Background: an optimization exercise with open tools, aiming at small area. Do not read the settings as production practice. Only simulation tests tie the RTL to the original design; equivalence was not proved. No activity file was given, so power comes from the tool's default toggle rates.

### flow/design.v
module i2c_Slave (
    input scl,
    input clk,
    input rst,
    input sda_i,
    output sda_oe,
    output busy,
    output reg ack_err,
    output reg done
);
    reg [1023:0] m;       
    reg [4:0] c;          
    reg fl;               
    reg pw;               
    reg [6:0] a7;         
    reg rw;               
    reg [6:0] addr;       
    reg [7:0] din;        
    reg oe;               
    reg [3:0] bitcnt;
    reg [2:0] state;
    localparam IDLE = 0, READ_ADDR = 1, SEND_ACK1 = 2, SEND_DATA = 3,
               MASTER_ACK = 4, READ_DATA = 5, SEND_ACK2 = 6,
               DETECT_STOP = 7;
    assign busy = (state != IDLE);
    assign sda_oe = oe;
    wire hit = pw && (addr[3:0] == ~c[3:0]);
    reg [7:0] sel;
    reg [7:0] wdn [0:7];   
    integer r, p;
    always @(*) begin
        for (r = 0; r < 8; r = r + 1) begin
            sel[r] = fl || (hit && addr[6:4] == r);
            wdn[r] = (fl ? {1'b0, r[2:0], ~c[3:0]} : din) ^ {8{c[4]}};
        end
    end
    always @(posedge clk) begin
        for (r = 0; r < 8; r = r + 1) begin
            for (p = 15; p > 0; p = p - 1)
                m[(r*16+p)*8 +: 8] <= m[(r*16+p-1)*8 +: 8];
            m[(r*16)*8 +: 8] <= ~((m[(r*16+15)*8 +: 8] | {8{sel[r]}}) &
                                  (wdn[r] | {8{!sel[r]}}));
        end
    end
    always @(posedge clk) begin
        if (rst) begin
            c <= 0;
            fl <= 1;
        end else begin
            c <= c + 1;
            if (c[3:0] == 15)
                fl <= 0;
        end
    end
    wire [4:0] rsum = a7[3:0] + c;
    wire [3:0] rpos = rsum[3:0];
    wire rinv = rsum[4];
    wire [2:0] rr = a7[6:4];
    reg [7:0] tap, at;
    reg [7:0] nxt;
    always @(*) begin
        tap = 0;
        at = 0;
        at[7] = (rpos[1:0] == 0);
        tap[7] = m[({rr, rpos[3:2], 2'b00}) * 8 + 7];
        at[6] = (rpos == 0 || rpos == 6 || rpos == 11);
        tap[6] = m[({rr, rpos == 6 ? 4'd6 : rpos == 11 ? 4'd11 : 4'd0}) * 8 + 6];
        at[5:2] = {4{rpos[2:0] == 0}};
        tap[5] = m[({rr, rpos[3], 3'b000}) * 8 + 5];
        tap[4] = m[({rr, rpos[3], 3'b000}) * 8 + 4];
        tap[3] = m[({rr, rpos[3], 3'b000}) * 8 + 3];
        tap[2] = m[({rr, rpos[3], 3'b000}) * 8 + 2];
        at[1:0] = {2{rpos == 0}};
        tap[1] = m[({rr, 4'b0000}) * 8 + 1];
        tap[0] = m[({rr, 4'b0000}) * 8 + 0];
        for (p = 0; p < 8; p = p + 1)
            nxt[p] = at[p] ? tap[p] ^ rinv : din[p];
    end
    reg sda_prev;
    reg scl_prev;
    always @(posedge clk) begin
        if (rst) begin
            sda_prev <= 1;
            scl_prev <= 1;
        end else begin
            sda_prev <= sda_i;
            scl_prev <= scl;
        end
    end
    wire start_condition = (sda_prev == 1 && sda_i == 0 && scl_prev && scl);
    wire stop_condition  = (sda_prev == 0 && sda_i == 1 && scl_prev && scl);
    wire scl_rise = !scl_prev && scl;
    wire scl_fall = scl_prev && !scl;
    wire shift_din = !start_condition && !(stop_condition && state != IDLE) &&
                     state == READ_DATA && !bitcnt[3] && scl_rise;
    always @(posedge clk) begin
        if (shift_din)
            din <= {din[6:0], sda_i};
        else if (state != READ_DATA && !pw)
            din <= nxt;
    end
    always @(posedge clk) begin
        if (rst) begin
            bitcnt <= 0;
            state <= IDLE;
            oe <= 0;
            pw <= 0;
            ack_err <= 0;
            done <= 0;
        end else begin
            done <= 0;
            if (hit)
                pw <= 0;
            if (start_condition) begin
                state <= READ_ADDR;
                bitcnt <= 0;
                oe <= 0;
            end else if (stop_condition && state != IDLE) begin
                done <= (state == DETECT_STOP);
                oe <= 0;
                state <= IDLE;
            end else begin
                case (state)
                    READ_ADDR: begin
                        if (!bitcnt[3]) begin
                            if (scl_rise) begin
                                if (bitcnt[2:0] == 7)
                                    rw <= sda_i;
                                else
                                    a7 <= {a7[5:0], sda_i};
                                bitcnt <= bitcnt + 1;
                            end
                        end else if (scl_fall) begin
                            addr <= a7;
                            state <= SEND_ACK1;
                            oe <= 1;
                            bitcnt <= 0;
                        end
                    end
                    SEND_ACK1: begin
                        if (scl_fall) begin
                            if (rw) begin
                                oe <= !nxt[7];
                                state <= SEND_DATA;
                            end else begin
                                oe <= 0;
                                state <= READ_DATA;
                            end
                        end
                    end
                    READ_DATA: begin
                        if (!bitcnt[3]) begin
                            if (scl_rise)
                                bitcnt <= bitcnt + 1;
                        end else if (scl_fall) begin
                            pw <= 1;
                            state <= SEND_ACK2;
                            bitcnt <= 0;
                            oe <= 1;
                        end
                    end
                    SEND_ACK2: begin
                        if (scl_fall) begin
                            oe <= 0;
                            state <= DETECT_STOP;
                        end
                    end
                    SEND_DATA: begin
                        if (scl_fall) begin
                            if (bitcnt == 7) begin
                                bitcnt <= 0;
                                oe <= 0;
                                state <= MASTER_ACK;
                            end else begin
                                oe <= !nxt[6 - bitcnt];
                                bitcnt <= bitcnt + 1;
                            end
                        end
                    end
                    MASTER_ACK: begin
                        if (scl_rise) begin
                            ack_err <= (sda_i == 0) ? 1 : 0;
                            state <= DETECT_STOP;
                        end
                    end
                    default: begin
                    end
                endcase
            end
        end
    end
endmodule
### flow/run.sh
#!/bin/bash
# synth_recipe.tcl (not shown) runs the flow's synth.tcl, then flattens the netlist and writes it again
# the make line also repeats each setting of config.mk as NAME=value (left out here)
make -C /OpenROAD-flow-scripts/flow DESIGN_CONFIG=/design/flow/config.mk WORK_HOME=/design/flow/orfs CLKGATE_MAP_FILE= SYNTH_SCRIPT=/design/flow/synth_recipe.tcl finish
### flow/config.mk
export PLATFORM = sky130hd
export DESIGN_NAME = i2c_Slave
export DESIGN_NICKNAME = i2c_Slave
export VERILOG_FILES = /design/flow/design.v
export SDC_FILE = /design/flow/constraint.sdc
export NUM_CORES = 4
export LEC_CHECK = 0
export CAP_MARGIN = 20
export CORE_MARGIN = 2
export CORE_UTILIZATION = 70
export CTS_BUF_LIST = sky130_fd_sc_hd__clkbuf_4
export CTS_CLUSTER_DIAMETER = 40
export CTS_CLUSTER_SIZE = 12
export SLEW_MARGIN = 20
### flow/constraint.sdc
create_clock -name core_clock -period 10.0 [get_ports {clk}]
set_input_delay 2.0000 -clock core_clock [delete_from_list [all_inputs] [get_ports {clk}]]
set_output_delay 2.0000 -clock core_clock [all_outputs]
set_load 0.01 [all_outputs]
==> impl_results.md, run 1 <==
* Comb pwr share at 3.2%
* Hold_buf cts at 0
* Rows at 69
* Vias/cell at 5.116
* DRT Wirelength at 39,160 um
* Multi-input logic area at 3575 um^2
* CTS root buf: clkbuf_4
* Async set-reset flop share out of synthesis at 0%
* CTS H-Tree Depth at 3
* Die area at 37,720 um^2
* Max Slew Vio Count at 0
* TritonRoute pass-1 iters at 4
* TritonCTS clock tree: done
* NetSw at 0.001366 W
* Int Pwr at 0.005091 W
* Worst vdd ir at 0.1813 mV
* Synthesized net count at 1,585
* Via count at 11,030
* CP arrival at 2.58 ns
* Synth top area share at 82.45%
* Clock buffer count from CTS at 103
* First-pass GRT wire length at 61,170 um
* Antenna Nets Post-Route at 0
* IO Pins at 8
* Floorplan die width at 194.2 um
* Max Clk Rate at 0.2185 GHz
* Overall routing resource usage at 21.44%
* Register share of total power at 69.6%
* Mapped Area at 25,330 um^2
* Final Hold Fails at 0
* Kind of end point of the critical path: primary output
* Avg Synthesized Cell Area at 16.10 um^2
* Finished Core Util at 75.74%
* DP Wirelength at 24,970 um
* Clock Latency Late Sink at 0.84 ns
* WP data required at 8.00 ns
* Synth cell types at 79
* Share of cells above drive strength 1 at 11.17%
* Synth warn at 2
* Worst Hold Class: reg -> reg
* R2r setup slk at 5.65 ns
* EDFF count, synth at 23
* Clock-pin slew on the worst setup and hold paths at 0.12 ns
* Area growth syn-to-layout at 6.378%
* Largest net degree at the start of global routing at 34
* RSZ-0062 raised after global routing: no
* Setup crit start kind: register
* Post-CTS Setup Repair Bufs at 0
* Number of global-route vias before repair at 11,180
* Max transition margin at 24.51%
* Core area at 35,570 um^2
* Worst Tran Pin Value at 1.124 ns
* Final Cycle Share at 45.76%
* Yosys top cell by area: dfxtp_1
* Sw Ratio at 21.16%
* PostCTS Resize Cnt at 0
* Post-Synthesis Cells at 1,573
* Final TNS setup at 0 ns
* Initial DRC count at 447
* Reg area at 21,570 um^2
* Post-synthesis sequential area ratio at 85.17%
* MaxCap Viol Count at 0
* Status: timing/DRC/antenna clean
* Setup-failing EPs final at 0
* DR WL/cell at 18.16 um
* Initial core utilization at 71.20%
* Die extent in y at 194.2 um
* Longest Clk Path Bufs at 3
* Crit path kind: reg -> out
* Top post-synthesis cells by area: dfxtp_1, mux2i_1, edfxtp_1
* Clock sink count at 1,066
* Routability congestion estimate from global placement at 0.8418
* FF+latch count, synth at 1,066
* Grt ovf at 0
* Clock share of power at 27.2%
* Skew final at 0.05844 ns
* Pleak at 10.58 nW
* CP Max Fanout at 22
* Ys flop type: dfxtp_1
* Minimum clock period at 4.576 ns
* FILL cells at 2,183
* Drt drc at 0
* Initial antenna violation count at 2
* IO buf count at 7
* Power Density at 239.7 nW/um^2
* Fin nets at 1,685
cells in the final DEF (no fill, tap or decap), drive strengths merged, types with 6 or more instances in the layout:
| cell type | n |
|---|---|
| dfxtp | 1043 |
| clkbuf | 112 |
| mux2i | 85 |
| nand2 | 55 |
| nor2 | 51 |
| a21oi | 31 |
| xnor2 | 27 |
| edfxtp | 23 |
| o21ai | 20 |
| buf | 17 |
| inv | 15 |
| mux2 | 14 |
| mux4 | 14 |
| nand3 | 13 |
| nor2b | 13 |
| nor3 | 10 |
| a211oi | 9 |
| nor4 | 9 |
| o22ai | 8 |
| ha | 7 |
| clkdlybuf4s50 | 7 |
| a21o | 7 |
| or2 | 7 |
| nand2b | 6 |
| nand4 | 6 |
registers in the layout (all words and copies together) (netlist names):
signal / cells
m: 1024
din: 8
a7: 7
addr: 7
c: 5
bitcnt: 4
state: 3
ack_err: 1
done: 1
fl: 1
oe: 1
pw: 1
rw: 1
scl_prev: 1
sda_prev: 1
metrics by stage:
step,setup slack [ns],hold slack (ns),instances,cell area (um^2),power [W]
finish,5.424,0.2777,2156,26940,0.006457
global route,5.292,0.2916,2156,26940,0.006711
CTS,5.394,0.2905,2153,26930,0.006515
detailed placement,5.617,0.3121,2029,25960,0.004795
global placement,5.710,0.3097,2029,25960,0.004788
floorplan,6.370,0.3096,1573,25330,0.004713
routing by layer:
layer,vias up,share of wire (%),global-route usage (%)
met5,-,0,0
met4,0,2.3,7.632
met3,78,4.2,4.818
met2,236,44,32.11
met1,5281,50,31.13
li1,5435,-,-
power by group through the flow:
stage / combinational (W) / sequential (W) / clock (W)
floorplan: 0.000165 / 0.00455 / 0
global placement: 0.000199 / 0.00459 / 0
detailed placement: 0.000202 / 0.00459 / 0
CTS: 0.000203 / 0.00450 / 0.00181
global route: 0.000222 / 0.00452 / 0.00197
finish: 0.000204 / 0.00450 / 0.00176
worst max-delay path, stage by stage (launching register included):
cell and delay, ns:
dfxtp_1 0.80, nor2_1 0.21, nand2_1 0.18, clkdlybuf4s50_1 0.55
synth_stat cells (all sizes together), types with 9 or more instances:
cell type     n
dfxtp      1043
mux2i        85
nand2        55
nor2         51
a21oi        31
xnor2        27
edfxtp       23
o21ai        20
clkbuf       17
mux2         14
mux4         14
nand3        13
nor2b        13
buf          12
nor3         10
a211oi        9
inv           9
nor4          9
path summary, 6_finish.rpt:
path,depth (start not counted),endpoint,start
worst min-delay path,0,m[582]$_DFF_P_,m[574]$_DFF_P_
worst max-delay path,3,busy,state[1]$_SDFFE_PP0P_
worst max register to register,12,din[6]$_DFFE_PP_,a7[0]$_DFFE_PP_
worst min register to register,0,m[582]$_DFF_P_,m[574]$_DFF_P_
logic make-up after synthesis:
family | after synthesis | share of synthesized area (%)
DFF | 1066 | 85.17
buffers and inverters | 39 | 0.7311
xor gates and xnor gates | 30 | 1.067
AOI/OAI and AO/OA | 124 | 3.478
muxes | 113 | 5.272
and+or+nand+nor | 193 | 3.854
adders and majority gates | 8 | 0.4249
cell type report:
type | instances | area share, %
Clock inverter | 12 | 0.5016
Sequential cell | 1066 | 80.07
Tap cell | 461 | 2.141
Antenna cell | 3 | 0.02787
Multi-Input combinational cell | 468 | 13.27
Clock buffer | 112 | 3.121
Inverter | 10 | 0.1393
Timing Repair Buffer | 24 | 0.7338
==> inputs of run 2 (changes only) <==
--- a/flow/design.v
+++ b/flow/design.v
@@ -26,3 +26,4 @@
     assign sda_oe = oe;
-    wire hit = pw && (addr[3:0] == ~c[3:0]);
+    wire [4:0] cn = c + 1;
+    wire hit = pw && (addr[3:0] == cn[3:0]);
     reg [7:0] sel;
@@ -33,3 +34,3 @@
             sel[r] = fl || (hit && addr[6:4] == r);
-            wdn[r] = (fl ? {1'b0, r[2:0], ~c[3:0]} : din) ^ {8{c[4]}};
+            wdn[r] = (fl ? {1'b0, r[2:0], cn[3:0]} : din) ^ {8{!cn[4]}};
         end
@@ -49,3 +50,3 @@
         end else begin
-            c <= c + 1;
+            c <= cn;
             if (c[3:0] == 15)
@@ -54,25 +55,26 @@
     end
-    wire [4:0] rsum = a7[3:0] + c;
-    wire [3:0] rpos = rsum[3:0];
-    wire rinv = rsum[4];
     wire [2:0] rr = a7[6:4];
-    reg [7:0] tap, at;
+    wire [3:0] x = a7[3:0];
+    wire [3:0] cl = c[3:0];
+    wire [1:0] q4 = cl[3:2] - x[3:2];       
+    wire at4 = (cl[1:0] == x[1:0]);
+    wire inv4 = c[4] ^ (cl < {q4, 2'b00});
+    wire q8 = cl[3] ^ x[3];                 
+    wire at8 = (cl[2:0] == x[2:0]);
+    wire inv8 = c[4] ^ (q8 && !cl[3]);
+    wire at16 = (cl == x);
+    wire inv16 = c[4];
     reg [7:0] nxt;
     always @(*) begin
-        tap = 0;
-        at = 0;
-        at[7] = (rpos[1:0] == 0);
-        tap[7] = m[({rr, rpos[3:2], 2'b00}) * 8 + 7];
-        at[6] = (rpos == 0 || rpos == 6 || rpos == 11);
-        tap[6] = m[({rr, rpos == 6 ? 4'd6 : rpos == 11 ? 4'd11 : 4'd0}) * 8 + 6];
-        at[5:2] = {4{rpos[2:0] == 0}};
-        tap[5] = m[({rr, rpos[3], 3'b000}) * 8 + 5];
-        tap[4] = m[({rr, rpos[3], 3'b000}) * 8 + 4];
-        tap[3] = m[({rr, rpos[3], 3'b000}) * 8 + 3];
-        tap[2] = m[({rr, rpos[3], 3'b000}) * 8 + 2];
-        at[1:0] = {2{rpos == 0}};
-        tap[1] = m[({rr, 4'b0000}) * 8 + 1];
-        tap[0] = m[({rr, 4'b0000}) * 8 + 0];
-        for (p = 0; p < 8; p = p + 1)
-            nxt[p] = at[p] ? tap[p] ^ rinv : din[p];
+        nxt = din;
+        if (at4) begin
+            nxt[7] = m[({rr, q4, 2'b00}) * 8 + 7] ^ inv4;
+            nxt[6] = m[({rr, q4, 2'b00}) * 8 + 6] ^ inv4;
+        end
+        if (at8)
+            for (p = 2; p < 6; p = p + 1)
+                nxt[p] = m[({rr, q8, 3'b000}) * 8 + p] ^ inv8;
+        if (at16)
+            for (p = 0; p < 2; p = p + 1)
+                nxt[p] = m[({rr, 4'b0000}) * 8 + p] ^ inv16;
     end
@@ -142,3 +144,3 @@
                             if (rw) begin
-                                oe <= !nxt[7];
+                                oe <= !din[7];
                                 state <= SEND_DATA;
@@ -174,3 +176,3 @@
                             end else begin
-                                oe <= !nxt[6 - bitcnt];
+                                oe <= !din[6 - bitcnt];
                                 bitcnt <= bitcnt + 1;
--- a/flow/config.mk
+++ b/flow/config.mk
@@ -7,3 +7,3 @@
 export LEC_CHECK = 0
-export CAP_MARGIN = 20
+export CAP_MARGIN = 0
 export CORE_MARGIN = 2
@@ -13,2 +13,2 @@
 export CTS_CLUSTER_SIZE = 12
-export SLEW_MARGIN = 20
+export SLEW_MARGIN = 0
==> impl_results.md, run 2 <==
* CP arrival at 2.39 ns (-0.19 ns)
* Worst Tran Pin Value at 1.163 ns (+0.03844 ns)
* Largest registers: m: 1024 flops, din: 8 flops
* Clock-pin slew on the worst setup and hold paths at 0.12 ns (about the same)
* Top post-synthesis cells by area: dfxtp_1, mux2i_1, edfxtp_1
* IO Pins at 8 (unchanged)
* Final Hold Fails at 0 (unchanged)
* Synth warn at 2 (unchanged)
* First-pass GRT wire length at 54,450 um (-11%)
* Post-synthesis sequential area ratio at 86.72% (+1.5 points)
* Power Density at 242.5 nW/um^2 (+1.2%)
* Biggest register: m
* Minimum clock period at 4.394 ns (-0.1819 ns)
* EDFF count, synth at 23 (unchanged)
* Reg area at 21,570 um^2 (unchanged)
* Layout Cells excl Fill at 2,055 (-4.7%)
* Setup-failing EPs final at 0 (unchanged)
* Final TNS setup at 0 ns (unchanged)
* Mapped Area at 24,880 um^2 (-1.8%)
* Grt ovf at 0 (unchanged)
* Antenna Nets Post-Route at 0 (unchanged)
* Die extent in y at 192.5 um (-0.88%)
* Met3 GRT Util at 4.274% (-0.54 points)
* Overall routing resource usage at 19.77% (-1.7 points)
* Hold path startpoint: m[617]$_DFF_P_
* CP cell instances: nor3_1, inv_1, clkdlybuf4s50_1
* Die area at 37,060 um^2 (-1.7%)
* Hold Path Cell Cnt at 0 (unchanged)
* DR WL/cell at 17.03 um (-6.2%)
* Setup crit start kind: register
* Synth cell types at 44 (-44%)
* Critical Path Max Stage Delay at 0.82 ns (+0.02 ns)
* Vias/cell at 4.898 (-4.3%)
* Pleak at 10.48 nW (-0.89%)
* Worst Hold Class: reg -> reg
* Initial antenna violation count at 2 (unchanged)
* CP Max Fanout at 22 (unchanged)
* Max Slew Vio Count at 0 (unchanged)
* Avg Synthesized Cell Area at 16.89 um^2 (+4.9%)
* Routability congestion estimate from global placement at 0.8167 (-3.0%)
* Skew final at 0.03253 ns (-0.02590 ns)
* Largest register FFs at 1,024 (unchanged)
* Synth top area share at 83.94% (+1.5 points)
* Longest Clk Path Bufs at 3 (unchanged)
* Most frequent cells in the layout: dfxtp_1, clkbuf_4, mux2i_1, nand2_1, nor2_1
* Busiest grt layer: met2
* Max transition margin at 22.40% (-2.1 points)
* Crit path kind: reg -> out
* Synth cell count leaders: dfxtp_1, mux2i_1, nand2_1, nor2_1, mux4_2
* Hold EP: m[625]$_DFF_P_
* Post-CTS Setup Repair Bufs at 0 (unchanged)
* FF+latch count, synth at 1,066 (unchanged)
* Yosys top cell by area: dfxtp_1
* Async set-reset flop share out of synthesis at 0% (unchanged)
* WP data required at 8.00 ns (about the same)
* IO buf count at 7 (unchanged)
* Clock Latency Late Sink at 0.83 ns (about the same)
* Status: timing/DRC/antenna clean
* Worst vdd ir at 0.1857 mV (+2.5%)
* Finished Core Util at 75.24% (-0.50 points)
* CP max stage cell: dfxtp_1
* FILL cells at 2,131 (-2.4%)
* Reg2Reg Launch Point: a7[2]$_DFFE_PP_
* Tot Pwr at 0.006442 W (-0.22%)
* TritonCTS clock tree: done
* Final Cycle Share at 43.94% (-1.8 points)
* Met1 Use GR at 28.91% (-2.2 points)
* Met2 usage at 28.96% (-3.2 points)
* DRT Wirelength at 35,000 um (-11%)
* FF-to-FF path depth at 9 (-3)
* Initial core utilization at 70.45% (-0.75 points)
* MaxCap Viol Count at 0 (unchanged)
* Largest net degree at the start of global routing at 24 (-29%)
* Drt drc at 0 (unchanged)
* Synthesized net count at 1,484 (-6.4%)
* DP Wirelength at 21,130 um (-15%)
* CTS H-Tree Depth at 3 (unchanged)
* RSZ-0062 raised after global routing: no
* TritonRoute pass-1 iters at 4 (unchanged)
* Most common cell in the netlist: dfxtp_1
* Via count at 10,070 (-8.7%)
* Hold_buf cts at 0 (unchanged)
* Max Clk Rate at 0.2276 GHz (+4.1%)
* Area growth syn-to-layout at 6.800%
* Post-Synthesis Cells at 1,473 (-6.4%)
* Number of global-route vias before repair at 10,090 (-9.7%)
* Core area at 35,310 um^2 (-0.73%)
* CTS root buf: clkbuf_4
* Kind of end point of the critical path: primary output
* PostCTS Resize Cnt at 0 (unchanged)
* Multi-input logic area at 3166 um^2 (-11%)
* Clock sink count at 1,066 (unchanged)
* Floorplan die width at 192.5 um (-0.88%)
* Fin nets at 1,579 (-6.3%)
* Clock buffer count from CTS at 102 (-0.97%)
* Ys flop type: dfxtp_1
* Placed cell count at 1,925 (-5.1%)
* Rows at 69 (unchanged)
* Worst r2r dst: din[6]$_DFFE_PP_
* Share of cells above drive strength 1 at 11.12% (-0.052 points)
* Most common cell after layout, fill and taps aside: dfxtp_1
* Initial DRC count at 376 (-16%)
* R2r setup slk at 6.61 ns (+0.96 ns)
## run 2: worst max path at each step
stage	from	cells after the start	slack, ns	to
after floorplan	sda_i	3	6.61	a7[0]$_DFFE_PP_
after global placement	scl	5	5.65	a7[2]$_DFFE_PP_
after detailed placement	scl	5	5.49	a7[3]$_DFFE_PP_
after CTS	state[1]$_SDFFE_PP0P_	3	5.52	busy
after global routing	state[1]$_SDFFE_PP0P_	3	5.41	busy
final	state[1]$_SDFFE_PP0P_	3	5.61	busy
## run 2: metrics by stage
step	setup slack, ns	cell area (um^2)	hold slack, ns
final	5.606	26570	0.3071
after global routing	5.414	26570	0.3287
after CTS	5.520	26560	0.3214
after detailed placement	5.487	25510	0.3121
after global placement	5.648	25510	0.3098
after floorplan	6.614	24880	0.3096
## run 2: report_power, final
| group | total (W) | internal [W] | switching [W] | leakage, nW |
|---|---|---|---|---|
| Sequential | 0.00453 | 0.00447 | 0.0000673 | 8.73 |
| Clock | 0.00183 | 0.000649 | 0.00118 | 0.607 |
| Combinational | 0.0000753 | 0.0000343 | 0.0000410 | 1.15 |
| Total | 0.00644 | 0.00515 | 0.00129 | 10.5 |
## run 2: cell families after synthesis
kind of cell	share of synthesized area, %
multiplexers	6.504
AO/OA/AOI/OAI	1.992
flip-flops	86.72
buffers and inverters	0.5834
AND/OR/NAND/NOR	2.701
adder cells (fa/ha/maj)	0.3823
XOR/XNOR	1.122
## run 2: worst max-delay path, delay by kind of cell (launching register included)
family,cells,cell delay [ns]
buffers and inverters,2,0.62
DFF,1,0.82
and+or+nand+nor,1,0.17
## run 2: layout make-up
| class | count | area share, % |
|---|---|---|
| multi-input combinational | 370 | 11.92 |
| inverter | 8 | 0.1130 |
| clock buffer | 110 | 3.108 |
| tap | 461 | 2.171 |
| timing repair buffer | 20 | 0.6311 |
| antenna | 2 | 0.01884 |
| clock inverter | 18 | 0.8477 |
| sequential | 1066 | 81.19 |
## run 2: layer usage
metal | share of wire (%) | up-vias
met5 | 0 | -
met4 | 2.8 | 0
met3 | 3.3 | 73
met2 | 43 | 164
met1 | 51 | 4786
li1 | - | 5042
==> inputs of run 3 (changes only) <==
--- a/flow/config.mk
+++ b/flow/config.mk
@@ -7,3 +7,3 @@
 export LEC_CHECK = 0
-export CAP_MARGIN = 0
+export CAP_MARGIN = 20
 export CORE_MARGIN = 2
@@ -13,2 +13,2 @@
 export CTS_CLUSTER_SIZE = 12
-export SLEW_MARGIN = 0
+export SLEW_MARGIN = 20
==> impl_results.md, run 3 <==
* Status: timing/DRC/antenna clean
* CP Max Fanout at 22 (unchanged)
* Setup-failing EPs final at 0 (unchanged)
* DR WL/cell at 17.07 um (+0.20%)
* First-pass GRT wire length at 54,450 um (unchanged)
* DRT Wirelength at 35,070 um (+0.20%)
* Skew final at 0.03112 ns (-0.001417 ns)
* Max transition margin at 23.30% (+0.90 points)
* Worst Slack Setup Final at 5.599 ns (-0.006650 ns)
* Antenna Nets Post-Route at 0 (unchanged)
* Biggest register: m
* Drt drc at 0 (unchanged)
* WP data required at 8.00 ns (about the same)
* Share of cells above drive strength 1 at 11.24% (+0.13 points)
* CP Launch Point: state[1]$_SDFFE_PP0P_
* Async set-reset flop share out of synthesis at 0% (unchanged)
* Initial DRC count at 345 (-8.2%)
* Max Slew Vio Count at 0 (unchanged)
* Top post-synthesis cells by area: dfxtp_1, mux2i_1, edfxtp_1
* Place WS at 5.487 ns (unchanged)
* Critical Path Max Stage Delay at 0.82 ns (about the same)
* Post-Synthesis Cells at 1,473 (unchanged)
* Rows at 69 (unchanged)
* Largest register FFs at 1,024 (unchanged)
* Synth cell count leaders: dfxtp_1, mux2i_1, nand2_1, nor2_1, mux4_2
* RSZ-0062 raised after global routing: no
* CP cell instances: nor3_1, inv_1, clkdlybuf4s50_1
* TritonCTS clock tree: done
* Grt ovf at 0 (unchanged)
* Most common cell in the netlist: dfxtp_1
* Initial antenna violation count at 2 (unchanged)
* FF+latch count, synth at 1,066 (unchanged)
* Setup crit start kind: register
* Clock buffer count from CTS at 102 (unchanged)
* Clock-pin slew on the worst setup and hold paths at 0.12 ns (about the same)
* Ys flop type: dfxtp_1
* Pleak at 10.49 nW (about the same)
* Via count at 10,030 (-0.34%)
* Clock sink count at 1,066 (unchanged)
* IO Pins at 8 (unchanged)
* Worst Hold Class: reg -> reg
* Post-synthesis sequential area ratio at 86.72% (unchanged)
* Hold path startpoint: m[617]$_DFF_P_
* Mapped Area at 24,880 um^2 (unchanged)
* Most common cell after layout, fill and taps aside: dfxtp_1
* Fin nets at 1,579 (unchanged)
* Vias/cell at 4.881 (-0.34%)
* CP max stage cell: dfxtp_1
* Overall routing resource usage at 19.77% (unchanged)
* MaxCap Viol Count at 0 (unchanged)
* Finished Core Util at 75.27% (about the same)
* Largest registers: m: 1024 flops, din: 8 flops
* Initial core utilization at 70.45% (unchanged)
* IO buf count at 7 (unchanged)
* CTS root buf: clkbuf_4
* Crit path kind: reg -> out
* Synth top area share at 83.94% (unchanged)
* Reg2Reg Launch Point: c[3]$_SDFF_PP0_
* TritonRoute pass-1 iters at 4 (unchanged)
* Avg Synthesized Cell Area at 16.89 um^2 (unchanged)
* Die extent in y at 192.5 um (unchanged)
* Synth warn at 2 (unchanged)
* Power Density at 242.5 nW/um^2 (about the same)
* Number of global-route vias before repair at 10,090 (unchanged)
* FILL cells at 2,129 (-0.094%)
* DP Wirelength at 21,130 um (unchanged)
* Yosys top cell by area: dfxtp_1
* Synthesized net count at 1,484 (unchanged)
* EDFF count, synth at 23 (unchanged)
* Post-CTS Setup Repair Bufs at 0 (unchanged)
* CTS H-Tree Depth at 3 (unchanged)
* Worst vdd ir at 0.1857 mV (about the same)
* Floorplan die width at 192.5 um (unchanged)
* Hold slack at 0.3089 ns (+0.001802 ns)
* Tot Pwr at 0.006444 W (about the same)
* Area growth syn-to-layout at 6.841% (about the same)
* Hold_buf cts at 0 (unchanged)
* Hold Path Cell Cnt at 0 (unchanged)
* Final Hold Fails at 0 (unchanged)
* Core area at 35,310 um^2 (unchanged)
* Worst Tran Pin Value at 1.151 ns (-0.01211 ns)
* Hold EP: m[625]$_DFF_P_
* Kind of end point of the critical path: primary output
* Synth cell types at 44 (unchanged)
* Die area at 37,060 um^2 (unchanged)
* Minimum clock period at 4.401 ns (+0.006650 ns)
* R2r setup slk at 6.85 ns (+0.24 ns)
* Largest net degree at the start of global routing at 24 (unchanged)
* CP arrival at 2.40 ns (about the same)
* PostCTS Resize Cnt at 0 (unchanged)
* Final Cycle Share at 44.01% (+0.067 points)
* Clock Latency Late Sink at 0.83 ns (about the same)
* Routability congestion estimate from global placement at 0.8167 (unchanged)
* FF-to-FF path depth at 6 (-3)
* Longest Clk Path Bufs at 3 (unchanged)
* Most frequent cells in the layout: dfxtp_1, clkbuf_4, mux2i_1, nand2_1, nor2_1
* Max Clk Rate at 0.2272 GHz (-0.15%)
* Worst r2r dst: din[3]$_DFFE_PP_
* Final TNS setup at 0 ns (unchanged)
==> run 3: cell counts after synthesis <==
Identical to the previous run, type by type.
==> run 3: stage by stage <==
stage	cell area (um^2)	std cells
after detailed placement	25510	1925
after floorplan	24880	1473
after global placement	25510	1925
after CTS	26560	2053
final	26580	2055
after global routing	26580	2055
==> run 3: where the power goes <==
part           total (W)  internal, W  switching [W]
logic          0.0000756    0.0000344      0.0000412
registers        0.00453      0.00447      0.0000673
clock network    0.00183     0.000649        0.00118
total            0.00644      0.00515        0.00129
==> run 3: logic make-up after synthesis <==
kind of cell,share of synthesized area (%)
flops,86.72
simple gates,2.701
mux,6.504
compound gates,1.992
buf+inv,0.5834
xor+xnor,1.122
fa+ha+maj,0.3823
==> run 3: area by class of cell <==
type	count	area [um^2]	area share [%]
multi-input combinational	370	3176	11.95
inverter	8	30.03	0.1130
clock inverter	18	225.2	0.8474
timing repair buffer	20	167.7	0.6309
antenna	2	5.005	0.01883
clock buffer	110	825.8	3.107
sequential	1066	21570	81.16
tap	461	576.8	2.170
==> run 3: worst max-delay path, delay by kind of cell, from the launching register on <==
kind | cells | cell delay [ns]
buffers and inverters | 2 | 0.62
DFF | 1 | 0.82
and+or+nand+nor | 1 | 0.16
==> run 3: how the worst max path moves through the flow <==
stage	end	slack, ns	cells after the start
after floorplan	a7[0]$_DFFE_PP_	6.61	3
after global placement	a7[2]$_DFFE_PP_	5.65	5
after detailed placement	a7[3]$_DFFE_PP_	5.49	5
after CTS	busy	5.52	3
after global routing	busy	5.41	3
final	busy	5.60	3
==> run 3: per-layer routing <==
| metal | up-vias | wire (um) | GRT usage [%] |
|---|---|---|---|
| met2 | 159 | 15070 | 28.96 |
| met3 | 69 | 1172 | 4.274 |
| met5 | - | 0 | 0 |
| li1 | 5041 | - | - |
| met1 | 4762 | 17870 | 28.91 |
| met4 | 0 | 959 | 8.133 |
==> inputs of run 4 (changes only) <==
==> flow/flow/run.sh (new file) <==
#!/bin/bash
# Standard layout (the standard.sh, unchanged synthesis and steps), with
# clock tree synthesis told not to add dummy load cells for skew balancing.
set -euo pipefail
export CTS_ARGS="-sink_clustering_enable -repair_clock_nets -sink_clustering_size 12 -sink_clustering_max_diameter 40 -buf_list sky130_fd_sc_hd__clkbuf_4 -dont_use_dummy_load"
bash standard.sh finish > standard.log 2>&1
==> flow/standard.sh (new file) <==
#!/bin/bash
# synth_recipe.tcl (not shown) runs the flow's synth.tcl, then flattens the netlist and writes it again
# the make line also repeats each setting of config.mk as NAME=value (left out here)
make -C /OpenROAD-flow-scripts/flow DESIGN_CONFIG=/design/flow/config.mk WORK_HOME=/design/flow/orfs CLKGATE_MAP_FILE= SYNTH_SCRIPT=/design/flow/synth_recipe.tcl "${@:-finish}"
--- a/flow/config.mk
+++ b/flow/config.mk
@@ -13,2 +13,3 @@
 export CTS_CLUSTER_SIZE = 12
+export GPL_TIMING_DRIVEN = 0
 export SLEW_MARGIN = 20
removed: flow/run.sh
==> impl_results.md, run 4 <==
* Status: timing/DRC/antenna clean
* DRT Wirelength at 34,890 um (-0.51%)
* Largest register FFs at 1,024 (unchanged)
* Kind of end point of the critical path: primary output
* MaxCap Viol Count at 0 (unchanged)
* Mapped Area at 24,880 um^2 (unchanged)
* Area growth syn-to-layout at 5.950%
* Via count at 10,160 (+1.2%)
* Post-Synthesis Cells at 1,473 (unchanged)
* Top post-synthesis cells by area: dfxtp_1, mux2i_1, edfxtp_1
* Worst Hold Class: reg -> reg
* Rows at 69 (unchanged)
* Max Clk Rate at 0.2154 GHz (-5.2%)
* Async set-reset flop share out of synthesis at 0% (unchanged)
* Synth Area in Simple Gates at 2.701% (unchanged)
* Crit path kind: reg -> out
* TritonRoute pass-1 iters at 4 (unchanged)
* Post-CTS Setup Repair Bufs at 0 (unchanged)
* Largest family of logic cells by synthesized area: multiplexers
* Post-synthesis adder-cell area fraction at 0.3823% (unchanged)
* Grt ovf at 0 (unchanged)
* Yosys top cell by area: dfxtp_1
* Clock buffer count from CTS at 101 (-0.98%)
* DP Wirelength at 21,630 um (+2.4%)
* Most frequent cells in the layout: dfxtp_1, mux2i_1, clkbuf_4, nand2_1, nor2_1
* Final Hold Fails at 0 (unchanged)
* Synth Area in XOR/XNOR at 1.122% (unchanged)
* TritonCTS clock tree: done
* Overall routing resource usage at 19.84% (+0.064 points)
* Vias/cell at 4.957 (+1.5%)
* Clock sink count at 1,066 (unchanged)
* EDFF count, synth at 23 (unchanged)
* Worst Tran Pin Value at 1.151 ns (+0.0005024 ns)
* CTS root buf: clkbuf_4
* Initial core utilization at 70.45% (unchanged)
* Clock Latency Late Sink at 0.82 ns (about the same)
* Synth top area share at 83.94% (unchanged)
* Power Density at 235.3 nW/um^2 (-2.9%)
* Complex-gate fraction of the synthesized area at 1.992% (unchanged)
* Skew final at 0.05903 ns (+0.02791 ns)
* PostCTS Resize Cnt at 0 (unchanged)
* Avg Synthesized Cell Area at 16.89 um^2 (unchanged)
* Max Slew Vio Count at 0 (unchanged)
* Hold Path Cell Cnt at 0 (unchanged)
* Ys flop type: dfxtp_1
* FF+latch count, synth at 1,066 (unchanged)
* Place WS at 5.462 ns (-0.02519 ns)
* Core area at 35,310 um^2 (unchanged)
* Clock-pin slew on the worst setup and hold paths at 0.12 ns (about the same)
* Most common cell in the netlist: dfxtp_1
* Mux share of post-synthesis cell area at 6.504% (unchanged)
* CP Max Fanout at 10 (-55%)
* Synth cell types at 44 (unchanged)
* Largest net degree at the start of global routing at 16 (-33%)
* Tot Pwr at 0.006202 W (-3.7%)
* IO buf count at 7 (unchanged)
* DR WL/cell at 17.03 um (-0.22%)
* IO Pins at 8 (unchanged)
* CTS H-Tree Depth at 3 (unchanged)
* Largest registers: m: 1024 flops, din: 8 flops
* Floorplan die width at 192.5 um (unchanged)
* Share of cells above drive strength 1 at 9.361% (-1.9 points)
* Die extent in y at 192.5 um (unchanged)
* Final Cycle Share at 46.43% (+2.4 points)
* Routability congestion estimate from global placement at 0.8695 (+6.5%)
* FF-to-FF path depth at 8 (+2)
* Hold_buf cts at 0 (unchanged)
* Fin nets at 1,594 (+0.95%)
* Final TNS setup at 0 ns (unchanged)
* Most common cell after layout, fill and taps aside: dfxtp_1
* Max transition margin at 23.02% (-0.28 points)
* Die area at 37,060 um^2 (unchanged)
* Setup-failing EPs final at 0 (unchanged)
* Initial antenna violation count at 2 (unchanged)
* RSZ-0062 raised after global routing: no
* Synthesized net count at 1,484 (unchanged)
* Minimum clock period at 4.643 ns (+0.2421 ns)
* Biggest register: m
* CP arrival at 2.64 ns (+0.24 ns)
* Setup crit start kind: register
* Drt drc at 0 (unchanged)
* Longest Clk Path Bufs at 3 (unchanged)
* Number of global-route vias before repair at 10,030 (-0.59%)
* Initial DRC count at 438 (+27%)
* Synth warn at 2 (unchanged)
* Antenna Nets Post-Route at 0 (unchanged)
* Post-synthesis sequential area ratio at 86.72% (unchanged)
* First-pass GRT wire length at 54,430 um (about the same)
* Pleak at 10.33 nW (-1.6%)
* Synth cell count leaders: dfxtp_1, mux2i_1, nand2_1, nor2_1, mux4_2
* WP data required at 8.00 ns (about the same)
* Worst vdd ir at 0.1988 mV (+7.0%)
* Worst Slack Setup Final at 5.357 ns (-0.2421 ns)
[run 4: changes by cell type in the layout (fill, tap and decap cells not counted), sizes merged]
cell      change
clkbuf       +11
inv           -2
diode         +5
buf           -4
clkinv        -8
bufinv        -5
clkinvlp      -3
[run 4: stage by stage]
stage | hold WS, ns | cell area (um^2) | cells | utilization [%]
after global placement | 0.3098 | 25520 | 1941 | 72.28
after floorplan | 0.3096 | 24880 | 1473 | -
final | 0.2988 | 26360 | 2049 | 74.64
after global routing | 0.2976 | 26350 | 2048 | 74.63
after detailed placement | 0.3121 | 25570 | 1941 | 72.43
after CTS | 0.2966 | 26330 | 2042 | 74.58
[run 4: per-layer routing]
metal	vias up	share of wire (%)	global-route usage (%)
li1	5033	-	-
met1	4877	51	29.68
met2	170	42	28.28
met3	76	4.2	4.692
met4	0	2.8	7.575
met5	-	0	0
[run 4: path summary, 6_finish.rpt]
kind / from / endpoint / slack, ns
worst max-delay path: state[1]$_SDFFE_PP0P_ / busy / 5.36
worst min-delay path: m[320]$_DFF_P_ / m[328]$_DFF_P_ / 0.30
worst max register to register: c[3]$_SDFF_PP0_ / din[3]$_DFFE_PP_ / 6.37
worst min register to register: m[320]$_DFF_P_ / m[328]$_DFF_P_ / 0.30
[run 4: cell families (layout without fill, tap and decap cells)]
| logic type | count (synthesis) | in the layout |
|---|---|---|
| other | 0 | 7 |
| muxes | 129 | 129 |
| buffers and inverters | 37 | 145 |
| xor gates and xnor gates | 31 | 31 |
| AOI/OAI and AO/OA | 72 | 72 |
| and+or+nand+nor | 131 | 131 |
| DFF | 1066 | 1066 |
| adders and majority gates | 7 | 7 |
[run 4: area by class of cell]
| class | count | area [um^2] |
|---|---|---|
| Sequential cell | 1066 | 21570 |
| Fill cell | 2205 | 8955 |
| Multi-Input combinational cell | 370 | 3217 |
| Clock buffer | 101 | 758.2 |
| Tap cell | 461 | 576.8 |
| Buffer | 29 | 115.1 |
| Timing Repair Buffer | 7 | 70.07 |
| Inverter | 8 | 30.03 |
| Antenna cell | 7 | 17.52 |
[run 4: power breakdown]
part | switching (W) | internal [W] | total [W]
combinational | 0.0000474 | 0.0000353 | 0.0000827
sequential | 0.0000623 | 0.00447 | 0.00453
clock | 0.00112 | 0.000466 | 0.00159
[run 4: worst max-delay path, cell delays in order, from the launching register on]
cell and delay (ns):
dfxtp_1 0.38, buf_1 0.39, clkbuf_1 0.37, nor3_1 0.12, inv_1 0.07, clkdlybuf4s50_1 0.52
==> inputs of run 5 (changes only) <==
--- a/flow/config.mk
+++ b/flow/config.mk
@@ -13,3 +13,2 @@
 export CTS_CLUSTER_SIZE = 12
-export GPL_TIMING_DRIVEN = 0
 export SLEW_MARGIN = 20
==> impl_results.md, run 5 <==
* Mapped Area at 24,880 um^2 (unchanged)
* Max Clk Rate at 0.2284 GHz (+6.1%)
* CP Capture Point: busy
* Largest registers: m: 1024 flops, din: 8 flops
* Longest Clk Path Bufs at 3 (unchanged)
* Final Cycle Share at 43.78% (-2.7 points)
* PostCTS Resize Cnt at 0 (unchanged)
* FF-to-FF path depth at 6 (-2)
* Worst Hold Class: reg -> reg
* Top post-synthesis cells by area: dfxtp_1, mux2i_1, edfxtp_1
* Worst vdd ir at 0.1730 mV (-13%)
* R2r setup slk at 6.86 ns (+0.49 ns)
* Setup crit start kind: register
* Most common cell after layout, fill and taps aside: dfxtp_1
* Status: timing/DRC/antenna clean
* Worst r2r dst: din[3]$_DFFE_PP_
* Minimum clock period at 4.378 ns (-0.2655 ns)
* FF+latch count, synth at 1,066 (unchanged)
* Clock sink count at 1,066 (unchanged)
* IO buf count at 7 (unchanged)
* Core area at 35,310 um^2 (unchanged)
* IO Pins at 8 (unchanged)
* Max transition margin at 21.49% (-1.5 points)
* Most common cell in the netlist: dfxtp_1
* Via count at 9,980 (-1.7%)
* Drt drc at 0 (unchanged)
* Die extent in y at 192.5 um (unchanged)
* Max Slew Vio Count at 0 (unchanged)
* Skew final at 0.07883 ns (+0.01980 ns)
* Grt ovf at 0 (unchanged)
* DRT Wirelength at 34,510 um (-1.1%)
* Clock buffer count from CTS at 102 (+0.99%)
* CTS H-Tree Depth at 3 (unchanged)
* Initial DRC count at 374 (-15%)
* DP Wirelength at 21,130 um (-2.3%)
* Initial core utilization at 70.45% (unchanged)
* Async set-reset flop share out of synthesis at 0% (unchanged)
* Crit path kind: reg -> out
* WP data required at 8.00 ns (about the same)
* Worst Tran Pin Value at 1.178 ns (+0.02665 ns)
* RSZ-0062 raised after global routing: no
* CP Max Fanout at 22 (+12)
* Biggest register: m
* Worst Slack Setup Final at 5.622 ns (+0.2655 ns)
* TritonRoute pass-1 iters at 5 (+1)
* CP Launch Point: state[1]$_SDFFE_PP0P_
* CP arrival at 2.38 ns (-0.26 ns)
* Post-synthesis sequential area ratio at 86.72% (unchanged)
* Routability congestion estimate from global placement at 0.8167 (-6.1%)
* Vias/cell at 4.919 (-0.76%)
* Clock-pin slew on the worst setup and hold paths at 0.11 ns (about the same)
* Largest net degree at the start of global routing at 24 (+8)
* Synth warn at 2 (unchanged)
* Initial antenna violation count at 2 (unchanged)
* Fin nets at 1,579 (-0.94%)
* Synthesized net count at 1,484 (unchanged)
* Synth cell types at 44 (unchanged)
* Post-Synthesis Cells at 1,473 (unchanged)
* Synth cell count leaders: dfxtp_1, mux2i_1, nand2_1, nor2_1, mux4_2
* Pleak at 10.35 nW (+0.27%)
* Final TNS setup at 0 ns (unchanged)
* EDFF count, synth at 23 (unchanged)
* Setup-failing EPs final at 0 (unchanged)
* Synth top area share at 83.94% (unchanged)
* TritonCTS clock tree: done
* Area growth syn-to-layout at 5.694%
* Ys flop type: dfxtp_1
* Largest register FFs at 1,024 (unchanged)
* Yosys top cell by area: dfxtp_1
* Number of global-route vias before repair at 9,993 (-0.40%)
* Kind of end point of the critical path: primary output
* MaxCap Viol Count at 0 (unchanged)
* Reg2Reg Launch Point: c[3]$_SDFF_PP0_
* Tot Pwr at 0.006209 W (+0.11%)
* Most frequent cells in the layout: dfxtp_1, mux2i_1, clkbuf_4, nand2_1, nor2_1
* Antenna Nets Post-Route at 0 (unchanged)
* Rows at 69 (unchanged)
* Share of cells above drive strength 1 at 10.09% (+0.73 points)
* CTS root buf: clkbuf_4
* First-pass GRT wire length at 53,920 um (-0.94%)
* Avg Synthesized Cell Area at 16.89 um^2 (unchanged)
* Clock Latency Late Sink at 0.79 ns (-0.03 ns)
* Final Hold Fails at 0 (unchanged)
* Overall routing resource usage at 19.51% (-0.33 points)
* Place WS at 5.487 ns (+0.02519 ns)
* Hold_buf cts at 0 (unchanged)
* Post-CTS Setup Repair Bufs at 0 (unchanged)
* Floorplan die width at 192.5 um (unchanged)
* Die area at 37,060 um^2 (unchanged)
* Power Density at 236.2 nW/um^2 (+0.35%)
* DR WL/cell at 17.01 um (-0.12%)
-- run 5: cell counts after synthesis --
No cell type changed its count.
-- run 5: per-stage QoR --
step	hold WS [ns]	cells	instance area (um^2)	utilization, %
after floorplan	0.3096	1473	24880	-
after global placement	0.3098	1925	25510	72.25
after detailed placement	0.3121	1925	25510	72.25
after CTS	0.2975	2027	26280	74.42
after global routing	0.3072	2029	26290	74.46
final	0.2947	2029	26290	74.46
-- run 5: cell families (layout without fill, tap and decap cells) --
group	Yosys count	after routing	synth area share, %
flip-flops	1066	1066	86.72
AND/OR/NAND/NOR	131	131	2.701
multiplexers	129	129	6.504
AO/OA/AOI/OAI	72	72	1.992
buffers and inverters	37	130	0.5834
XOR/XNOR	31	31	1.122
adder cells (fa/ha/maj)	7	7	0.3823
other	0	2	0
-- run 5: metal layers --
layer	part of all wire (%)	vias to the layer above	track usage, %
met5	0	-	0
met4	2.1	0	7.105
met3	3.3	56	4.310
met2	43	152	28.57
met1	52	4761	28.86
li1	-	5011	-
-- run 5: how the worst min path moves through the flow --
stage | to | slack [ns] | depth (start not counted) | from
4_1_cts | m[157]$_DFF_P_ | 0.30 | 0 | m[149]$_DFF_P_
2_1_floorplan | m[1000]$_DFF_P_ | 0.31 | 0 | m[992]$_DFF_P_
3_5_place_dp | m[1005]$_DFF_P_ | 0.31 | 0 | m[997]$_DFF_P_
5_1_grt | m[34]$_DFF_P_ | 0.31 | 0 | m[26]$_DFF_P_
6_report | m[157]$_DFF_P_ | 0.29 | 0 | m[149]$_DFF_P_
3_3_place_gp | m[341]$_DFF_P_ | 0.31 | 0 | m[333]$_DFF_P_
-- run 5: worst max-delay path, cell delays in order (launching register included) --
cell	delay, ns
dfxtp_1	0.83
nor3_1	0.17
inv_1	0.09
clkdlybuf4s50_1	0.53
-- run 5: cell type report --
class	count	area, um^2
Multi-Input combinational cell	370	3176
Antenna cell	2	5.005
Fill cell	2165	9019
Clock buffer	102	765.7
Tap cell	461	576.8
Timing Repair Buffer	20	167.7
Inverter	8	30.03
Sequential cell	1066	21570
-- run 5: power by group --
group,switching [W],internal (W)
Combinational,0.0000412,0.0000344
Sequential,0.0000667,0.00447
Clock,0.00113,0.000471
Total,0.00124,0.00497
==> inputs of run 6 (changes only) <==
--- a/flow/design.v
+++ b/flow/design.v
@@ -105,3 +105,2 @@
         if (rst) begin
-            bitcnt <= 0;
             state <= IDLE;
==> impl_results.md, run 6 <==
* Worst vdd ir at 0.1692 mV (-2.2%)
* Max Clk Rate at 0.2319 GHz (+1.5%)
* Routability congestion estimate from global placement at 0.8175 (about the same)
* Hold EP: m[246]$_DFF_P_
* Initial antenna violation count at 1 (-1)
* Hold Path Cell Cnt at 0 (unchanged)
* Int Pwr at 0.005017 W (+0.90%)
* Max transition margin at 26.66% (+5.2 points)
* First-pass GRT wire length at 53,230 um (-1.3%)
* Finished Core Util at 74.35% (-0.11 points)
* Die extent in y at 192.4 um (about the same)
* IO buf count at 7 (unchanged)
* Worst r2r dst: m[519]$_DFF_P_
* Clock sink count at 1,066 (unchanged)
* Mapped Area at 24,860 um^2 (about the same)
* Post-CTS Setup Repair Bufs at 0 (unchanged)
* Drt drc at 0 (unchanged)
* Routed wl met2 at 14,510 um (-2.3%)
* CP cell instances: nor2_1, nand2_1, clkdlybuf4s50_1
* M1 WL at 17,380 um (-2.4%)
* Clock-pin slew on the worst setup and hold paths at 0.12 ns (about the same)
* Share of cells above drive strength 1 at 10.33% (+0.24 points)
* Worst Hold Class: reg -> reg
* Rows at 69 (unchanged)
* Largest register FFs at 1,024 (unchanged)
* Reg2Reg Launch Point: c[0]$_SDFF_PP0_
* Antenna Nets Post-Route at 0 (unchanged)
* Synth cell count leaders: dfxtp_1, mux2i_1, mux4_2, nand2_1, nor2_1
* FF-to-FF path depth at 7 (+1)
* TritonCTS clock tree: done
* TritonRoute pass-1 iters at 4 (-1)
* Die area at 37,040 um^2 (about the same)
* Highest routed metal layer: met4
* Overall routing resource usage at 19.33% (-0.18 points)
* Register share of total power at 72.5% (-0.5 points)
* Synthesized net count at 1,468 (-1.1%)
* Initial core utilization at 70.40% (about the same)
* Hold slack at 0.2891 ns (-0.005584 ns)
* Final Cycle Share at 43.13% (-0.65 points)
* Status: timing/DRC/antenna clean
* CTS H-Tree Depth at 3 (unchanged)
* RSZ-0062 raised after global routing: no
* Hold path startpoint: m[238]$_DFF_P_
* PostCTS Resize Cnt at 0 (unchanged)
* Floorplan die width at 192.4 um (about the same)
* Complex-gate fraction of the synthesized area at 2.023% (+0.032 points)
* Power Density at 239.8 nW/um^2 (+1.6%)
* Synth cell types at 52 (+18%)
* Synth top area share at 83.68% (-0.26 points)
* Number of global-route vias before repair at 9,963 (-0.30%)
* Critical Path Max Stage Delay at 0.71 ns (-0.12 ns)
* CP arrival at 2.31 ns (-0.07 ns)
* Minimum clock period at 4.313 ns (-0.06476 ns)
* CP Max Fanout at 18 (-18%)
* DR WL/cell at 17.01 um (about the same)
* Max Slew Vio Count at 0 (unchanged)
* Met3 WL at 1342 um (+17%)
* Final Hold Fails at 0 (unchanged)
* Mux share of post-synthesis cell area at 6.277% (-0.23 points)
* WP data required at 8.00 ns (about the same)
* Most frequent cells in the layout: dfxtp_1, clkbuf_4, mux2i_1, mux4_2
* Synth Area in XOR/XNOR at 1.087% (-0.034 points)
* Setup-failing EPs final at 0 (unchanged)
* FF+latch count, synth at 1,066 (unchanged)
* Biggest register: m
* Initial DRC count at 415 (+11%)
* CTS root buf: clkbuf_4
* FILL cells at 2,209 (+2.0%)
* Most common cell after layout, fill and taps aside: dfxtp_1
* Most common cell in the netlist: dfxtp_1
* Worst Tran Pin Value at 1.100 ns (-0.07758 ns)
* Pleak at 10.31 nW (-0.40%)
* Fin nets at 1,562 (-1.1%)
* R2r setup slk at 6.90 ns (+0.04 ns)
* Largest family of logic cells by synthesized area: multiplexers
* Largest registers: m: 1024 flops, din: 8 flops
* Crit path kind: reg -> out
* Final TNS setup at 0 ns (unchanged)
* Kind of end point of the critical path: primary output
* Skew final at 0.08393 ns (+0.005102 ns)
* Async set-reset flop share out of synthesis at 0% (unchanged)
* Post-synthesis sequential area ratio at 86.94% (+0.22 points)
* DRT Wirelength at 34,200 um (-0.90%)
* Hold_buf cts at 0 (unchanged)
* Reg area at 21,610 um^2 (+0.19%)
* Clock Latency Late Sink at 0.80 ns (about the same)
* Synth warn at 2 (unchanged)
* Top post-synthesis cells by area: dfxtp_1, mux2i_1, edfxtp_1
* Core area at 35,310 um^2 (unchanged)
* NetSw at 0.001280 W (+3.5%)
* CP max stage cell: dfxtp_1
* Vias/cell at 4.949 (+0.62%)
* DP Wirelength at 20,670 um (-2.2%)
* Sw Ratio at 20.32% (+0.41 points)
* Grt ovf at 0 (unchanged)
* IO Pins at 8 (unchanged)
* Avg Synthesized Cell Area at 17.06 um^2 (+1.0%)
* Longest Clk Path Bufs at 3 (unchanged)
* Area growth syn-to-layout at 5.612% (about the same)
* EDFF count, synth at 27 (+17%)
* Largest net degree at the start of global routing at 41 (+71%)
* Clock buffer count from CTS at 103 (+0.98%)
* Clock share of power at 25.4% (-0.4 points)
* Via count at 9,953 (-0.27%)
* Ys flop type: dfxtp_1
* Multi-input logic area at 3110 um^2 (-2.0%)
* Comb pwr share at 2.2% (+1.0 points)
* Yosys top cell by area: dfxtp_1
* Synth Area in Simple Gates at 2.708% (+0.0069 points)
* Setup crit start kind: register
* MaxCap Viol Count at 0 (unchanged)
* Post-Synthesis Cells at 1,457 (-1.1%)
* Post-synthesis adder-cell area fraction at 0.3825% (about the same)
==> run 6: cell count changes in the layout (fill, tap and decap cells not counted), sizes merged, moves of 4 or more <==
cell and delta:
a21oi -4, a22oi -7, nand3b -4, nor2b +4, mux2i -17, dfxtp -4, edfxtp +4, mux4 +5
nand2b -7
==> run 6: power groups by stage <==
stage	registers, W	logic [W]	clock network, W
6_report	0.00456	0.000135	0.00160
5_1_grt	0.00459	0.000150	0.00182
4_1_cts	0.00456	0.000135	0.00166
3_5_place_dp	0.00466	0.000134	0
3_3_place_gp	0.00465	0.000131	0
2_1_floorplan	0.00461	0.000109	0
==> run 6: layer usage <==
| metal | track usage, % | vias up |
|---|---|---|
| li1 | - | 4967 |
| met1 | 28.33 | 4721 |
| met2 | 27.85 | 199 |
| met3 | 4.564 | 66 |
| met4 | 8.103 | 0 |
| met5 | 0 | - |
==> run 6: worst max path at each step <==
stage                                startpoint               to  slack (ns)
after floorplan                             scl  a7[0]$_DFFE_PP_        6.17
after global placement                    sda_i  a7[5]$_DFFE_PP_        5.39
after detailed placement                  sda_i  a7[4]$_DFFE_PP_        5.33
after CTS                 state[1]$_SDFFE_PP0P_             busy        5.66
after global routing      state[1]$_SDFFE_PP0P_             busy        5.47
final                     state[1]$_SDFFE_PP0P_             busy        5.69
==> run 6: final cells by class <==
| cell class | instances | area share, % |
|---|---|---|
| Multi-Input combinational cell | 354 | 11.85 |
| Inverter | 9 | 0.1287 |
| Tap cell | 461 | 2.197 |
| Clock buffer | 103 | 2.945 |
| Timing Repair Buffer | 17 | 0.5529 |
| Sequential cell | 1066 | 82.32 |
| Antenna cell | 1 | 0.009532 |
==> run 6: kinds of logic (layout without fill, tap and decap cells) <==
logic type      count (synthesis)  in the layout
xor+xnor                       30             30
buf+inv                        37            129
flops                        1066           1066
mux                           117            117
simple gates                  132            132
fa+ha+maj                       7              7
compound gates                 68             68
other cells                     0              1
==> run 6: critical path: cells and delay by family (launching register included) <==
family | cells | cell delay, ns
buf+inv | 1 | 0.53
simple gates | 2 | 0.35
flops | 1 | 0.71
==> run 6: through the flow <==
| stage | area (um^2) | power, W | setup WS [ns] | cells |
|---|---|---|---|---|
| floorplan | 24860 | 0.004721 | 6.166 | 1457 |
| CTS | 26250 | 0.006363 | 5.656 | 2010 |
| global route | 26250 | 0.006558 | 5.475 | 2011 |
| global placement | 25470 | 0.004778 | 5.395 | 1907 |
| detailed placement | 25480 | 0.004793 | 5.327 | 1907 |
| finish | 26250 | 0.006296 | 5.687 | 2011 |
==> inputs of run 7 (changes only) <==
==> flow/flow/run.sh (replaced) <==
#!/bin/bash
# Standard layout (the standard.sh, unchanged synthesis and steps), with
# clock tree synthesis told not to add dummy load cells for skew balancing.
set -euo pipefail
export CTS_ARGS="-sink_clustering_enable -repair_clock_nets -sink_clustering_size 13 -sink_clustering_max_diameter 32 -buf_list sky130_fd_sc_hd__clkbuf_4 -dont_use_dummy_load"
bash standard.sh finish > standard.log 2>&1
--- a/flow/config.mk
+++ b/flow/config.mk
@@ -11,4 +11,4 @@
 export CTS_BUF_LIST = sky130_fd_sc_hd__clkbuf_4
-export CTS_CLUSTER_DIAMETER = 40
-export CTS_CLUSTER_SIZE = 12
+export CTS_CLUSTER_DIAMETER = 32
+export CTS_CLUSTER_SIZE = 13
 export SLEW_MARGIN = 20
==> impl_results.md, run 7 <==
* Share of cells above drive strength 1 at 11.30% (+0.97 points)
* Largest register FFs at 1,024 (unchanged)
* Via count at 10,030 (+0.72%)
* Clock share of power at 26.5% (+1.1 points)
* Most frequent cells in the layout: dfxtp_1, clkbuf_4, mux2i_1, mux4_2
* Skew final at 0.07861 ns (-0.005323 ns)
* Worst Hold Class: reg -> reg
* Routability congestion estimate from global placement at 0.8175 (unchanged)
* NetSw at 0.001302 W (+1.7%)
* Initial antenna violation count at 1 (unchanged)
* Most common cell in the netlist: dfxtp_1
* Rows at 69 (unchanged)
* Die area at 37,040 um^2 (unchanged)
* Clock buffer count from CTS at 120 (+17%)
* Dpl cell area at 25,480 um^2 (unchanged)
* WP data required at 8.00 ns (about the same)
* CP Max Fanout at 18 (unchanged)
* TritonRoute pass-1 iters at 5 (+1)
* Comb pwr share at 2.1% (about the same)
* Synth cell types at 52 (unchanged)
* RSZ-0062 raised after global routing: no
* Power Density at 242.3 nW/um^2 (+1.0%)
* Area growth syn-to-layout at 6.126%
* TritonCTS clock tree: done
* Crit path kind: reg -> out
* DRT Wirelength at 34,500 um (+0.87%)
* Synth top area share at 83.68% (unchanged)
* Final Hold Fails at 0 (unchanged)
* Mapped Area at 24,860 um^2 (unchanged)
* CTS root buf: clkbuf_4
* Int Pwr at 0.005090 W (+1.5%)
* Reg area at 21,610 um^2 (unchanged)
* Largest registers: m: 1024 flops, din: 8 flops
* CTS H-Tree Depth at 3 (unchanged)
* Antenna Nets Post-Route at 0 (unchanged)
* Biggest register: m
* Tot Pwr at 0.006392 W (+1.5%)
* Largest net degree at the start of global routing at 41 (unchanged)
* Setup crit start kind: register
* IO buf count at 7 (unchanged)
* Kind of end point of the critical path: primary output
* Floorplan die width at 192.4 um (unchanged)
* Vias/cell at 4.943 (-0.12%)
* Post-CTS Setup Repair Bufs at 0 (unchanged)
* DP Wirelength at 20,670 um (unchanged)
* Clock sink count at 1,066 (unchanged)
* Finished Cell Area at 26,380 um^2 (+0.49%)
* Number of global-route vias before repair at 10,130 (+1.6%)
* Final TNS setup at 0 ns (unchanged)
* Avg Synthesized Cell Area at 17.06 um^2 (unchanged)
* Multi-input logic area at 3110 um^2 (unchanged)
* DR WL/cell at 17.01 um (about the same)
* Top post-synthesis cells by area: dfxtp_1, mux2i_1, edfxtp_1
* First-pass GRT wire length at 53,650 um (+0.78%)
* Hold slack at 0.2623 ns (-0.02685 ns)
* Hold_buf cts at 0 (unchanged)
* Minimum clock period at 4.359 ns (+0.04632 ns)
* Final Cycle Share at 43.59% (+0.46 points)
* Longest Clk Path Bufs at 3 (unchanged)
* Ys flop type: dfxtp_1
* Grt ovf at 0 (unchanged)
* Worst vdd ir at 0.1807 mV (+6.8%)
* Status: timing/DRC/antenna clean
* Most common cell after layout, fill and taps aside: dfxtp_1
* Core area at 35,310 um^2 (unchanged)
* Synthesized net count at 1,468 (unchanged)
* Max Slew Vio Count at 0 (unchanged)
* Pleak at 10.39 nW (+0.76%)
* Initial DRC count at 364 (-12%)
* FILL cells at 2,195 (-0.63%)
* Initial core utilization at 70.40% (unchanged)
* Post-synthesis sequential area ratio at 86.94% (unchanged)
* Max Clk Rate at 0.2294 GHz (-1.1%)
* MaxCap Viol Count at 0 (unchanged)
* Fin nets at 1,579 (+1.1%)
* Register share of total power at 71.4% (-1.1 points)
* Sw Ratio at 20.36% (+0.042 points)
* Yosys top cell by area: dfxtp_1
* Async set-reset flop share out of synthesis at 0% (unchanged)
* IO Pins at 8 (unchanged)
* Synth cell count leaders: dfxtp_1, mux2i_1, mux4_2, nand2_1, nor2_1
* FF+latch count, synth at 1,066 (unchanged)
* EDFF count, synth at 27 (unchanged)
* Worst Tran Pin Value at 1.092 ns (-0.007810 ns)
* Clock-pin slew on the worst setup and hold paths at 0.10 ns (-0.02 ns)
* Drt drc at 0 (unchanged)
* CP arrival at 2.36 ns (+0.05 ns)
* Die extent in y at 192.4 um (unchanged)
* PostCTS Resize Cnt at 0 (unchanged)
* Clock Latency Late Sink at 0.83 ns (+0.03 ns)
* Synth warn at 2 (unchanged)
* Max transition margin at 27.18% (+0.52 points)
* Overall routing resource usage at 19.45% (+0.12 points)
* Setup-failing EPs final at 0 (unchanged)
* Post-Synthesis Cells at 1,457 (unchanged)
run 7: cell counts after synthesis:
No cell type changed its count.
run 7: cells by family (layout without fill, tap and decap cells):
kind of cell / after synthesis / after routing / share of synthesized area, %
adders and majority gates: 7 / 7 / 0.3825
buffers and inverters: 37 / 146 / 0.5839
AOI/OAI and AO/OA: 68 / 68 / 2.023
xor gates and xnor gates: 30 / 30 / 1.087
muxes: 117 / 117 / 6.277
DFF: 1066 / 1066 / 86.94
other: 0 / 1 / 0
and+or+nand+nor: 132 / 132 / 2.708
run 7: cell type report:
cell class	count	area share [%]
flip-flops and latches	1066	81.92
multi-input cells	354	11.79
clock buffers	120	3.415
well taps	461	2.186
repair buffers	17	0.5502
inverters	9	0.1281
diodes	1	0.009486
run 7: power groups by stage:
stage | clock (W) | sequential, W | combinational (W)
after floorplan | 0 | 0.00461 | 0.000109
after global placement | 0 | 0.00465 | 0.000131
after detailed placement | 0 | 0.00466 | 0.000134
after CTS | 0.00176 | 0.00456 | 0.000135
after global routing | 0.00193 | 0.00459 | 0.000150
final | 0.00169 | 0.00456 | 0.000136
run 7: critical path: stages, from the launching register on:
cell             delay, ns
dfxtp_1               0.71
nor2_1                0.23
nand2_1               0.12
clkdlybuf4s50_1       0.53
run 7: layer usage:
| metal | wire [um] | vias to the layer above | part of all wire, % | GRT usage, % |
|---|---|---|---|---|
| li1 | - | 5010 | - | - |
| met1 | 17400 | 4761 | 50 | 28.16 |
| met2 | 14720 | 191 | 43 | 28.13 |
| met3 | 1497 | 63 | 4.3 | 4.601 |
| met4 | 882 | 0 | 2.6 | 8.720 |
| met5 | 0 | - | 0 | 0 |
run 7: worst paths after layout:
kind | from | depth (start not counted) | slack, ns | to
worst max-delay path | state[1]$_SDFFE_PP0P_ | 3 | 5.64 | busy
worst min-delay path | m[353]$_DFF_P_ | 0 | 0.26 | m[361]$_DFF_P_
worst max register to register | c[0]$_SDFF_PP0_ | 6 | 6.84 | m[384]$_DFF_P_
worst min register to register | m[353]$_DFF_P_ | 0 | 0.26 | m[361]$_DFF_P_
run 7: stage by stage:
step                      std cells  setup WS [ns]  utilization [%]
final                          2028          5.641            74.71
after global routing           2028          5.449            74.71
after CTS                      2027          5.629            74.70
after detailed placement       1907          5.327            72.15
after global placement         1907          5.395            72.13
after floorplan                1457          6.166                -

-- port drivers added, routing unchanged --
The flow's constraints put no driver on any port. The routed layouts listed below were extracted and timed again, unchanged, in two steps.
Step 1: set_driving_cell puts a clkbuf_16 on clk and a buf_2 on each other input, an assumption about the parent block.
Step 2 moves the port delays by t, midway between the first and last clock arrival at a register: inputs arrive t later, outputs are due t later. That takes back most of the time a late clock gives input paths.
Slacks: ideal ports / drivers / drivers and shift; pairs: ideal ports / drivers.
run	shift t [ns]	setup slack, ns	worst hold slack (ns)	worst setup path at the end
run 1	0.864	5.424 / 5.372 / 5.590	0.278 / 0.278 / 0.278	input to register
run 2	0.855	5.606 / 5.556 / 5.465	0.307 / 0.307 / 0.307	input to register
run 3	0.855	5.599 / 5.549 / 5.467	0.309 / 0.309 / 0.309	input to register
run 4	0.830	5.357 / 5.311 / 5.473	0.299 / 0.299 / 0.299	input to register
run 5	0.807	5.622 / 5.573 / 5.409	0.295 / 0.295 / 0.295	input to register
run 6	0.809	5.687 / 5.635 / 5.312	0.289 / 0.289 / 0.289	input to register
run 7	0.829	5.641 / 5.592 / 5.303	0.262 / 0.262 / 0.262	input to register
After both steps every run listed still meets setup and hold. The setup slack of run 6, which loses most, moves by -0.052 ns with the drivers and by -0.375 ns with both steps.
